From an optimization exercise on the open Yosys and OpenROAD flow, aimed at small area, a short achievable clock period and few clock cycles per item; shortcuts taken in it are not production practice.
The RTL was checked by simulation tests, not by an equivalence proof against the original design.

## svm_axi_wrapper
module svm_axi_wrapper #(
    parameter WIDTH     = 16,
    parameter N_FEATURES = 4,
    parameter N_SV      = 31,
    parameter C_S_AXIS_TDATA_WIDTH = 32,
    parameter C_M_AXIS_TDATA_WIDTH = 32
)(
    input  wire axi_clk,
    input  wire axi_reset_n,
    input  wire [C_S_AXIS_TDATA_WIDTH-1:0] s_axis_tdata,
    input  wire                            s_axis_tvalid,
    output wire                            s_axis_tready,
    input  wire                            s_axis_tlast,
    output wire [C_M_AXIS_TDATA_WIDTH-1:0] m_axis_tdata,
    output reg                             m_axis_tvalid,
    input  wire                            m_axis_tready,
    output reg                             m_axis_tlast
);
    wire rst = ~axi_reset_n;
    reg        in_hdr;       
    reg  [1:0] wp;           
    reg  [4:0] svi;          
    reg        tl_acc;       
    reg        s_rdy;
    assign s_axis_tready = s_rdy;
    wire hs = s_axis_tvalid & s_rdy;
    wire at_last  = ~in_hdr & (wp == 2'd2) & (svi == 5'd30);
    wire pre_last = ~in_hdr & (wp == 2'd1) & (svi == 5'd30);
    reg signed [15:0] x0, x1, x2, x3;
    reg signed [15:0] rho0, rho1, rho2;
    reg [31:0] A1, A2;
    reg [31:0] A3;
    reg [4:0]  T1, T2, T3;   
    reg        tl1, tl2, tl3;  
    reg [31:0] W;            
    reg        wv;           
    reg        wsec;         
    reg        dv, zgo, z2, c1, c2, c3, ek, m0, m1, vt;
    wire [1:0] grp = (svi < 5'd7) ? 2'd0 : (svi < 5'd20) ? 2'd1 : 2'd2;
    wire       mv_next;
    always @(posedge axi_clk) begin
        if (rst) begin
            in_hdr <= 1'b1;
            wp     <= 2'd0;
            svi    <= 5'd0;
            tl_acc <= 1'b0;
            wv     <= 1'b0;
            zgo    <= 1'b0;
        end else begin
            wv  <= 1'b0;
            zgo <= 1'b0;
            if (hs) begin
                if (in_hdr) begin
                    wp <= wp + 2'd1;
                    if (wp == 2'd3) begin
                        in_hdr <= 1'b0;
                        wp     <= 2'd0;
                        svi    <= 5'd0;
                    end
                    tl_acc <= tl_acc | s_axis_tlast;
                end else begin
                    if (wp == 2'd2) begin
                        wp  <= 2'd0;
                        zgo <= 1'b1;
                        if (svi == 5'd30) begin
                            in_hdr <= 1'b1;
  ...
Settings: LEC_CHECK=0, ABC_AREA=1, CAP_MARGIN=20, CORE_MARGIN=2, CORE_UTILIZATION=60, PLACE_DENSITY=0.75, SETUP_SLACK_MARGIN=3.0, SLEW_MARGIN=20; clock period 12.0 ns.
run.sh (not shown) runs the stock make flow with config.mk's settings and CLKGATE_MAP_FILE= SYNTH_SCRIPT=/design/flow/synth_recipe.tcl, a recipe that flattens the netlist after the stock synthesis.
The first run produced a clean layout.
Testbench counts at the start, summed over its fixed seeds: cycles 24,912, samples 256.
Rerun with:
- CORE_UTILIZATION: 60 -> 40
- PLACE_DENSITY: 0.75 -> not set
Outcome: Cell area rose by a few percent; register-to-register slack gains 0.06 ns; fmax rose slightly; setup slack gains 0.064 ns.


Setup of north:
Another version of the RTL of svm_axi_wrapper (not shown whole).
Size in the first run: ~5,300 cells after synthesis, roughly 550 flip-flops, roughly 72 I/O pins.
export LEC_CHECK = 0
export CAP_MARGIN = 20
export CORE_MARGIN = 2
export CORE_UTILIZATION = 40
export SETUP_SLACK_MARGIN = 5.0
export SLEW_MARGIN = 20
create_clock -name core_clock -period 12.0 [get_ports {axi_clk}]
standard.sh (not shown) runs the stock make flow with config.mk's settings and CLKGATE_MAP_FILE= SYNTH_SCRIPT=/design/flow/synth_recipe.tcl, a recipe that flattens the netlist after the stock synthesis.
==> flow/flow/run.sh <==
#!/bin/bash
# Standard layout (the standard.sh, standard synthesis unchanged) with a
# larger setup-slack target for ORFS's timing repair. make's full output goes
# to flow_make.log in the work folder.
set -euo pipefail
bash standard.sh SETUP_SLACK_MARGIN=6 finish > flow_make.log 2>&1
Testbench counts of north, summed over its fixed seeds: cycles 24,920, samples 256.
Setup changes, north to south
# north
export LEC_CHECK = 0
export CAP_MARGIN = 20
export CORE_MARGIN = 2
export CORE_UTILIZATION = 40
export SETUP_SLACK_MARGIN = 5.0
export SLEW_MARGIN = 20
create_clock -name core_clock -period 12.0 [get_ports {axi_clk}]
# south
export LEC_CHECK = 0
export ABC_AREA = 1
export CAP_MARGIN = 20
export CORE_MARGIN = 2
export CORE_UTILIZATION = 40
export CTS_CLUSTER_DIAMETER = 100
export CTS_CLUSTER_SIZE = 24
export SETUP_SLACK_MARGIN = 5.0
export SLEW_MARGIN = 20
create_clock -name core_clock -period 12.0 [get_ports {axi_clk}]
[summary]
south vs north, sequential share of layout area went up by 1.3 points. south gives less cell area than north did. Comparing north against south, there is no change at all in flip-flop and latch count. north has lower first-pass GRT wire length than south. south vs. north: largest net degree at the start of global routing shows an increase of 7, placeable core region picked up an extra about 1.2%. Setup slack: south more than north. Compared with north, south shows die area that has gone up slightly.
## Diff of input files: east against south
# south
export LEC_CHECK = 0
export ABC_AREA = 1
export CAP_MARGIN = 20
export CORE_MARGIN = 2
export CORE_UTILIZATION = 40
export CTS_CLUSTER_DIAMETER = 100
export CTS_CLUSTER_SIZE = 24
export SETUP_SLACK_MARGIN = 5.0
export SLEW_MARGIN = 20
create_clock -name core_clock -period 12.0 [get_ports {axi_clk}]
# east
export LEC_CHECK = 0
export ABC_AREA = 1
export CAP_MARGIN = 20
export CORE_MARGIN = 2
export CORE_UTILIZATION = 40
export SETUP_SLACK_MARGIN = 5.0
export SLEW_MARGIN = 20
create_clock -name core_clock -period 12.0 [get_ports {axi_clk}]
-- flow/flow/run.sh --
<<< south, line 5
set -euo pipefail
bash standard.sh SETUP_SLACK_MARGIN=6 finish > flow_make.log 2>&1
>>> east, line 5
set -euo pipefail
bash standard.sh SETUP_SLACK_MARGIN=6.5 finish > flow_make.log 2>&1
==> run summary <==
- | maximum frequency | lower: south |
- Compared with south, east instantiates a larger number of cells.
> inputs changed (east -> west)
==> flow/run.sh (new file) <==
#!/bin/bash
# synth_recipe.tcl (not shown) runs the flow's synth.tcl, then flattens the netlist and writes it again
# the make line also repeats each setting of config.mk as NAME=value (left out here)
make -C /OpenROAD-flow-scripts/flow DESIGN_CONFIG=/design/flow/config.mk WORK_HOME=/design/flow/orfs CLKGATE_MAP_FILE= SYNTH_SCRIPT=/design/flow/synth_recipe.tcl finish
removed: flow/flow/run.sh
removed: flow/standard.sh
### Flow results
- The setup slack of west is smaller than that of east.
- Changes observed in west relative to east: final period demand of the worst path went up, final wirelength down about 4%, cell area went down.
- west reached the final stage; the timing, design-rule and antenna checks on its layout passed.


run A:
Starting RTL as in the previous note.
## svm_axi_wrapper
module svm_axi_wrapper #(
    parameter WIDTH     = 16,
    parameter N_FEATURES = 4,
    parameter N_SV      = 31,
    parameter C_S_AXIS_TDATA_WIDTH = 32,
    parameter C_M_AXIS_TDATA_WIDTH = 32
)(
    input  wire axi_clk,
    input  wire axi_reset_n,
    input  wire [C_S_AXIS_TDATA_WIDTH-1:0] s_axis_tdata,
    input  wire                            s_axis_tvalid,
    output wire                            s_axis_tready,
    input  wire                            s_axis_tlast,
    output wire [C_M_AXIS_TDATA_WIDTH-1:0] m_axis_tdata,
    output reg                             m_axis_tvalid,
    input  wire                            m_axis_tready,
    output reg                             m_axis_tlast
);
    wire rst = ~axi_reset_n;
    reg        in_hdr;       
    reg  [1:0] wp;           
    reg  [4:0] svi;          
    reg        tl_acc;       
    reg        s_rdy;
    assign s_axis_tready = s_rdy;
    wire hs = s_axis_tvalid & s_rdy;
    wire at_last  = ~in_hdr & (wp == 2'd2) & (svi == 5'd30);
    wire pre_last = ~in_hdr & (wp == 2'd1) & (svi == 5'd30);
    reg signed [15:0] x0, x1, x2, x3;
    reg signed [15:0] rho0, rho1, rho2;
    reg [31:0] A1, A2;
    reg [31:0] A3;
    reg        tlp;          
    reg [31:0] W;            
    reg        wv;           
    reg        wsec;         
    reg        dv, zgo, z2, c1, c2, c3, ek, ek2, m0, m1, vt;
    wire       mv_next;
    always @(posedge axi_clk) begin
        if (rst) begin
            in_hdr <= 1'b1;
  ...
export LEC_CHECK = 0
export ABC_AREA = 1
export CAP_MARGIN = 20
export CORE_MARGIN = 2
export CORE_UTILIZATION = 40
export SETUP_SLACK_MARGIN = 5.0
export SLEW_MARGIN = 20
create_clock -name core_clock -period 12.0 [get_ports {axi_clk}]
==> flow/flow/run.sh <==
#!/bin/bash
# Standard layout (the standard.sh, standard synthesis unchanged) with a
# larger setup-slack target for ORFS's timing repair. make's full output goes
# to flow_make.log in the work folder.
set -euo pipefail
bash standard.sh SETUP_SLACK_MARGIN=5.5 finish > flow_make.log 2>&1
Per the final summary, run A finished and its layout is clean on timing, DRC and antenna.
Testbench counts of run A, summed over its fixed seeds: cycles 24,920, samples 256.
Input-level comparison between run B and run A:
# run A
export LEC_CHECK = 0
export ABC_AREA = 1
export CAP_MARGIN = 20
export CORE_MARGIN = 2
export CORE_UTILIZATION = 40
export SETUP_SLACK_MARGIN = 5.0
export SLEW_MARGIN = 20
create_clock -name core_clock -period 12.0 [get_ports {axi_clk}]
# run B
export LEC_CHECK = 0
export ABC_AREA = 1
export CAP_MARGIN = 20
export CORE_MARGIN = 2
export CORE_UTILIZATION = 40
export PLACE_DENSITY = 0.7
export SETUP_SLACK_MARGIN = 5.0
export SLEW_MARGIN = 20
create_clock -name core_clock -period 12.0 [get_ports {axi_clk}]
diff --git a/flow/flow/run.sh b/flow/flow/run.sh
--- a/flow/flow/run.sh
+++ b/flow/flow/run.sh
@@ -5,2 +5,2 @@
 set -euo pipefail
-bash standard.sh SETUP_SLACK_MARGIN=5.5 finish > flow_make.log 2>&1
+bash standard.sh SETUP_SLACK_MARGIN=6 finish > flow_make.log 2>&1
Findings:
Run B against run A: layout overhead on the synthesized area now larger, storage element area neither gained nor lost much, post-route cell area +about 1.8%. Run B vs. run A: critical path depth fell 43%; aggregate routed wire length moved up. Run B: clock buffer count lower than run A. Of run B and run A, run B shows the higher area occupied by multi-input gates, with run A below it. Compared with run A, run B shows a higher diode insertion count for antenna repair.
## Diff of input files: run C against run B
# run B
export LEC_CHECK = 0
export ABC_AREA = 1
export CAP_MARGIN = 20
export CORE_MARGIN = 2
export CORE_UTILIZATION = 40
export PLACE_DENSITY = 0.7
export SETUP_SLACK_MARGIN = 5.0
export SLEW_MARGIN = 20
create_clock -name core_clock -period 12.0 [get_ports {axi_clk}]
# run C
export LEC_CHECK = 0
export ABC_AREA = 1
export CAP_MARGIN = 20
export CORE_MARGIN = 2
export CORE_UTILIZATION = 40
export SETUP_SLACK_MARGIN = 5.0
export SLEW_MARGIN = 20
create_clock -name core_clock -period 12.0 [get_ports {axi_clk}]
diff --git a/flow/flow/run.sh b/flow/flow/run.sh
--- a/flow/flow/run.sh
+++ b/flow/flow/run.sh
@@ -5,2 +5,2 @@
 set -euo pipefail
-bash standard.sh SETUP_SLACK_MARGIN=6 finish > flow_make.log 2>&1
+bash standard.sh SETUP_SLACK_MARGIN=7 finish > flow_make.log 2>&1
==> run summary <==
- The final layout from run C, which completed every stage, passed the timing, design-rule and antenna checks at the end of the flow.
- Run C: number of antenna diodes lower than run B
- Between run C and run B, the difference in area after synthesis is negligible.
- Diff run B -> run C: post-synthesis share of cell area spent on xor and xnor gates roughly the same; core utilization went up 5.1 points.
- Compared with run B, run C ends up with a larger final cell area.
- Against run B, highest attainable clock frequency in run C rose by a few percent.
- Across both runs, pin slew with the least headroom to its limit was higher for run C than for run B.
For run D, these inputs were changed with respect to run C:
diff --git a/flow/flow/run.sh b/flow/flow/run.sh
--- a/flow/flow/run.sh
+++ b/flow/flow/run.sh
@@ -5,2 +5,2 @@
 set -euo pipefail
-bash standard.sh SETUP_SLACK_MARGIN=7 finish > flow_make.log 2>&1
+bash standard.sh SETUP_SLACK_MARGIN=6 finish > flow_make.log 2>&1
==> comparison <==
- Run D ended with every stage complete and zero timing, DRC or antenna violations.
- Run D ended up with a higher antenna diode instance count than run C did.
- The setup slack of run D is smaller than that of run C.

-- static timing again, ports no longer ideal --
Ports are ideal in the flow. The routed layouts listed here were re-timed in OpenROAD.
Step 1: set_driving_cell puts a clkbuf_16 on axi_clk and a buf_2 on each other input, an assumption about the parent block.
Step 2 adds t to the input delays and takes it off the output delays; t is the mean of the earliest and latest rising clock arrival at the registers after step 1. Input paths then give back, and output paths get back, about the clock's delay inside the block.
Slacks: ideal / step 1 / step 2; pairs: ideal / step 1.
run	shift t [ns]	setup WS [ns]	worst register clock-pin slew, ns	worst slew at a driven data input, ns
the first run of note 1	0.705	3.528 / 3.528 / 3.528	0.07 / 0.07	0.18
the second run of note 1	0.720	3.591 / 3.591 / 3.591	0.06 / 0.06	0.15
north	0.724	5.957 / 5.957 / 5.593	0.07 / 0.07	0.15
south	0.691	6.216 / 6.216 / 5.809	0.10 / 0.10	0.19
east	0.747	6.436 / 6.436 / 5.945	0.07 / 0.07	0.17
west	0.735	5.339 / 5.339 / 5.339	0.07 / 0.07	0.28
run A	0.732	5.826 / 5.826 / 5.802	0.07 / 0.07	0.19
run B	0.740	6.215 / 6.215 / 5.882	0.07 / 0.07	0.21
run C	0.703	6.417 / 6.417 / 6.417	0.07 / 0.07	0.21
run D	0.735	6.219 / 6.219 / 5.807	0.08 / 0.08	0.20
After both steps setup and hold are still met in every run listed. The setup slack of east, which loses most, moves by 0.000 ns with the drivers and by -0.491 ns with both steps.
